Context: an optimization exercise on an open-source flow, tuned for small area and a short achievable clock period. The choices shown serve that exercise and are no tape-out recipe. In this exercise RTL edits were held to simulation tests only and were not proved equivalent to the original.

==> inputs of run E <==
==> flow/design.v <==
module CS(clk, reset, X, Y);
	input clk, reset;
	input [7:0] X;
	output [9:0] Y;
	reg [7:0] X9;                    
	reg rq;                          
	reg [7:0] P1, P2, P3, P4, P5, P6, P7, P8;
	reg [10:0] T;                    
	reg [3:0] cnt;                   
	reg [9:0] Y;
	always @(negedge clk) begin
		X9 <= X;
		rq <= reset;
	end
	wire [7:0] sub = (cnt[3] ? P1 : 8'd0);
	wire [10:0] Tn;
	wire [11:0] S;
	wire [10:0] Ta;
	radd #(11) u_s(T, {3'b000, X9}, 1'b0, S[10:0], S[11]);
	wire tc;
	radd #(11) u_t(S[10:0], {3'b111, ~sub}, 1'b1, Tn, tc);
	always @(posedge clk) begin
		P1 <= P2; P2 <= P3; P3 <= P4; P4 <= P5;
		P5 <= P6; P6 <= P7; P7 <= P8; P8 <= X9;
		if (rq) begin
			T <= 11'd0;
			cnt <= 4'd0;
		end else begin
			T <= Tn;
			if (cnt != 4'd9)
				cnt <= cnt + 4'd1;
		end
		Y <= Yn;
	end
	wire [5:0] s1 = S[11:6];
	wire [6:0] v;
	radd #(6) u_v(s1, S[5:0], 1'b0, v[5:0], v[6]);
	reg [3:0] q2;
	always @(*) begin
		if (v >= 7'd90) q2 = 4'd10;
		else if (v >= 7'd81) q2 = 4'd9;
		else if (v >= 7'd72) q2 = 4'd8;
		else if (v >= 7'd63) q2 = 4'd7;
		else if (v >= 7'd54) q2 = 4'd6;
		else if (v >= 7'd45) q2 = 4'd5;
		else if (v >= 7'd36) q2 = 4'd4;
		else if (v >= 7'd27) q2 = 4'd3;
		else if (v >= 7'd18) q2 = 4'd2;
		else if (v >= 7'd9) q2 = 4'd1;
		else q2 = 4'd0;
	end
	wire [6:0] dq;                   
	wire dqc;
	radd #(6) u_dq({2'b00, q2}, ~s1, 1'b1, dq[5:0], dqc);
	assign dq[6] = ~dqc;
	wire [7:0] avg;
	wire ac;
	assign avg[2:0] = dq[2:0];
	radd #(5) u_avg(s1[4:0], {dq[6], dq[6:3]}, 1'b0, avg[7:3], ac);
	wire [8:0] le;
	cmple u_c1(P1, avg, le[0]);
	cmple u_c2(P2, avg, le[1]);
	cmple u_c3(P3, avg, le[2]);
	cmple u_c4(P4, avg, le[3]);
	cmple u_c5(P5, avg, le[4]);
	cmple u_c6(P6, avg, le[5]);
	cmple u_c7(P7, avg, le[6]);
	cmple u_c8(P8, avg, le[7]);
	cmple u_c9(X9, avg, le[8]);
	wire [8:0] b7 = {X9[7], P8[7], P7[7], P6[7], P5[7], P4[7], P3[7], P2[7], P1[7]};
	wire [8:0] b6 = {X9[6], P8[6], P7[6], P6[6], P5[6], P4[6], P3[6], P2[6], P1[6]};
	wire [8:0] b5 = {X9[5], P8[5], P7[5], P6[5], P5[5], P4[5], P3[5], P2[5], P1[5]};
	wire [8:0] b4 = {X9[4], P8[4], P7[4], P6[4], P5[4], P4[4], P3[4], P2[4], P1[4]};
	wire [8:0] b3 = {X9[3], P8[3], P7[3], P6[3], P5[3], P4[3], P3[3], P2[3], P1[3]};
	wire [8:0] b2 = {X9[2], P8[2], P7[2], P6[2], P5[2], P4[2], P3[2], P2[2], P1[2]};
	wire [8:0] b1 = {X9[1], P8[1], P7[1], P6[1], P5[1], P4[1], P3[1], P2[1], P1[1]};
	wire [8:0] b0 = {X9[0], P8[0], P7[0], P6[0], P5[0], P4[0], P3[0], P2[0], P1[0]};
	wire [8:0] c7 = le;
	wire a7 = |(c7 & b7); wire [8:0] c6 = c7 & (b7 | {9{~a7}});
	wire a6 = |(c6 & b6); wire [8:0] c5 = c6 & (b6 | {9{~a6}});
	wire a5 = |(c5 & b5); wire [8:0] c4 = c5 & (b5 | {9{~a5}});
	wire a4 = |(c4 & b4); wire [8:0] c3 = c4 & (b4 | {9{~a4}});
	wire a3 = |(c3 & b3); wire [8:0] c2 = c3 & (b3 | {9{~a3}});
	wire a2 = |(c2 & b2); wire [8:0] c1 = c2 & (b2 | {9{~a2}});
	wire a1 = |(c1 & b1); wire [8:0] c0 = c1 & (b1 | {9{~a1}});
	wire a0 = |(c0 & b0);
	wire [7:0] appr = {a7, a6, a5, a4, a3, a2, a1, a0};
	wire [11:0] Sa;
	wire sac;
	radd #(12) u_sa(S, {4'b0000, appr}, 1'b0, Sa, sac);
	wire [9:0] Yn;
	wire yc;
	radd #(10) u_y({1'b0, Sa[11:3]}, {2'b00, appr}, 1'b0, Yn, yc);
endmodule
module radd #(parameter W = 8) (a, b, ci, s, co);
	input [W-1:0] a, b;
	input ci;
	output [W-1:0] s;
	output co;
	wire [W:0] c;
	assign c[0] = ci;
	genvar i;
	generate for (i = 0; i < W; i = i + 1) begin : f
		assign s[i] = a[i] ^ b[i] ^ c[i];
		assign c[i+1] = (a[i] & b[i]) | (a[i] & c[i]) | (b[i] & c[i]);
	end endgenerate
	assign co = c[W];
endmodule
module cmple(x, y, le);
	input [7:0] x, y;
	output le;
	wire [8:0] br;
	assign br[0] = 1'b0;
	genvar k;
	generate for (k = 0; k < 8; k = k + 1) begin : h
		assign br[k+1] = (~y[k] & x[k]) | (~y[k] & br[k]) | (x[k] & br[k]);
	end endgenerate
	assign le = ~br[8];
endmodule
==> flow/run.sh <==
#!/bin/bash
# synth_recipe.tcl (not shown) runs the flow's synth.tcl, then flattens the netlist and writes it again
# the make line also repeats each setting of config.mk as NAME=value (left out here)
make -C /OpenROAD-flow-scripts/flow DESIGN_CONFIG=/design/flow/config.mk WORK_HOME=/design/flow/orfs CLKGATE_MAP_FILE= SYNTH_SCRIPT=/design/flow/synth_recipe.tcl finish
==> flow/config.mk <==
export PLATFORM = sky130hd
export DESIGN_NAME = CS
export DESIGN_NICKNAME = CS
export VERILOG_FILES = /design/flow/design.v
export SDC_FILE = /design/flow/constraint.sdc
export NUM_CORES = 4
export LEC_CHECK = 0
export ABC_AREA = 1
export CAP_MARGIN = 20
export CORE_MARGIN = 2
export CORE_UTILIZATION = 40
export SLEW_MARGIN = 20
==> flow/constraint.sdc <==
create_clock -name core_clock -period 70.0 [get_ports {clk}]
set_input_delay 14.0000 -clock core_clock [delete_from_list [all_inputs] [get_ports {clk}]]
set_output_delay 14.0000 -clock core_clock [all_outputs]
set_load 0.01 [all_outputs]
==> run R: changes against run E <==
==> flow/flow/run.sh (new file) <==
#!/bin/bash
# Own flow: the standard layout (standard.sh), except that synthesis maps
# the logic with an area-oriented ABC script and does not extract full/half
# adder cells. Registers are mapped exactly as in the standard synthesis.
set -euo pipefail
here=$(pwd)
export OWN_ABC_SCRIPT=$here/flow/area.abc
bash standard.sh SYNTH_SCRIPT=$here/flow/synth.tcl ADDER_MAP_FILE= finish > $here/flow_make.log 2>&1
==> flow/flow/area.abc (new file) <==
strash
dch -f
amap
topo
==> flow/flow/synth.tcl (new file) <==
# Standard synthesis (synth_recipe.tcl) with one change: ABC maps with an
# area-oriented script (flow/area.abc) instead of ORFS's own.
proc synth {args} { yosys synth -nofsm -noshare {*}$args }
proc abc {args} {
  set i [lsearch -exact $args -script]
  if {$i >= 0} { lset args [expr {$i + 1}] $::env(OWN_ABC_SCRIPT) }
  yosys abc {*}$args
}
source $::env(SCRIPTS_DIR)/synth.tcl
# left out here: clear keep_hierarchy, flatten, clean up, hide names made inside functions, write 1_2_yosys.v
==> flow/standard.sh (new file) <==
#!/bin/bash
# synth_recipe.tcl (not shown) runs the flow's synth.tcl, then flattens the netlist and writes it again
# the make line also repeats each setting of config.mk as NAME=value (left out here)
make -C /OpenROAD-flow-scripts/flow DESIGN_CONFIG=/design/flow/config.mk WORK_HOME=/design/flow/orfs CLKGATE_MAP_FILE= SYNTH_SCRIPT=/design/flow/synth_recipe.tcl "${@:-finish}"
ABC_AREA = not set   (was 1)
removed: flow/run.sh
==> results.yml <==
status:
  status: "complete, no violations"
synthesis:
  ys_top_cells_by_count: "226 x nand2_1, 159 x inv_1, 98 x dfxtp_1, 58 x nand3_1, 38 x nor2_1"
  synth.most_common_cell: "nand2_1"
  synth-xor-area-share_pct: 0.942
  seq_area_frac_synth_pct: 30.8
  synth_cells: 865
layout:
  area_growth_pct: 11.4
  nonClkBufAreaFrac_pct: 2.68
  fill_cells: 1611
  multi_input_area_mm2: 0.00369
  final-clk-cell-share_pct: 5.02
  nets: 954
  finish.instance_area_mm2: 0.00710
detailed_routing:
  met1Wirelength_mm: 7.88
cts:
  clock_latency_ns: 0.41
place:
  dp_slack_ns: 15.29
  dpl-instance-area_mm2: 0.00675
worst_hold_path:
  min_from: "P4[1]"
worst_setup_path:
  path_max_fanout: 15
  crit_path_top_delay_cell: "fa_1"
the above is filed under run E

==> results.yml <==
status:
  status: "complete, no violations"
synthesis:
  synth.most_common_cell: "nor2_1"
  synth_top_area_share_pct: 38.3
  seq_area_frac_synth_pct: 38.3
  synth-xor-area-share_pct: 0
  synth_cells: 733
layout:
  multi_input_area_mm2: 0.00281
  finish.instance_area_mm2: 0.00592
  area_growth_pct: 15.7
detailed_routing:
  met1Wirelength_mm: 6.70
cts:
  clock_latency_ns: 0.40
  cts_made_buffers: 9
worst_setup_path:
  crit_path_top_delay_cell: "a2111oi_1"
place:
  dpl-instance-area_mm2: 0.00559
  dp_slack_ns: 15.00
worst_hold_path:
  min_from: "P8[0]"
the above is filed under run R

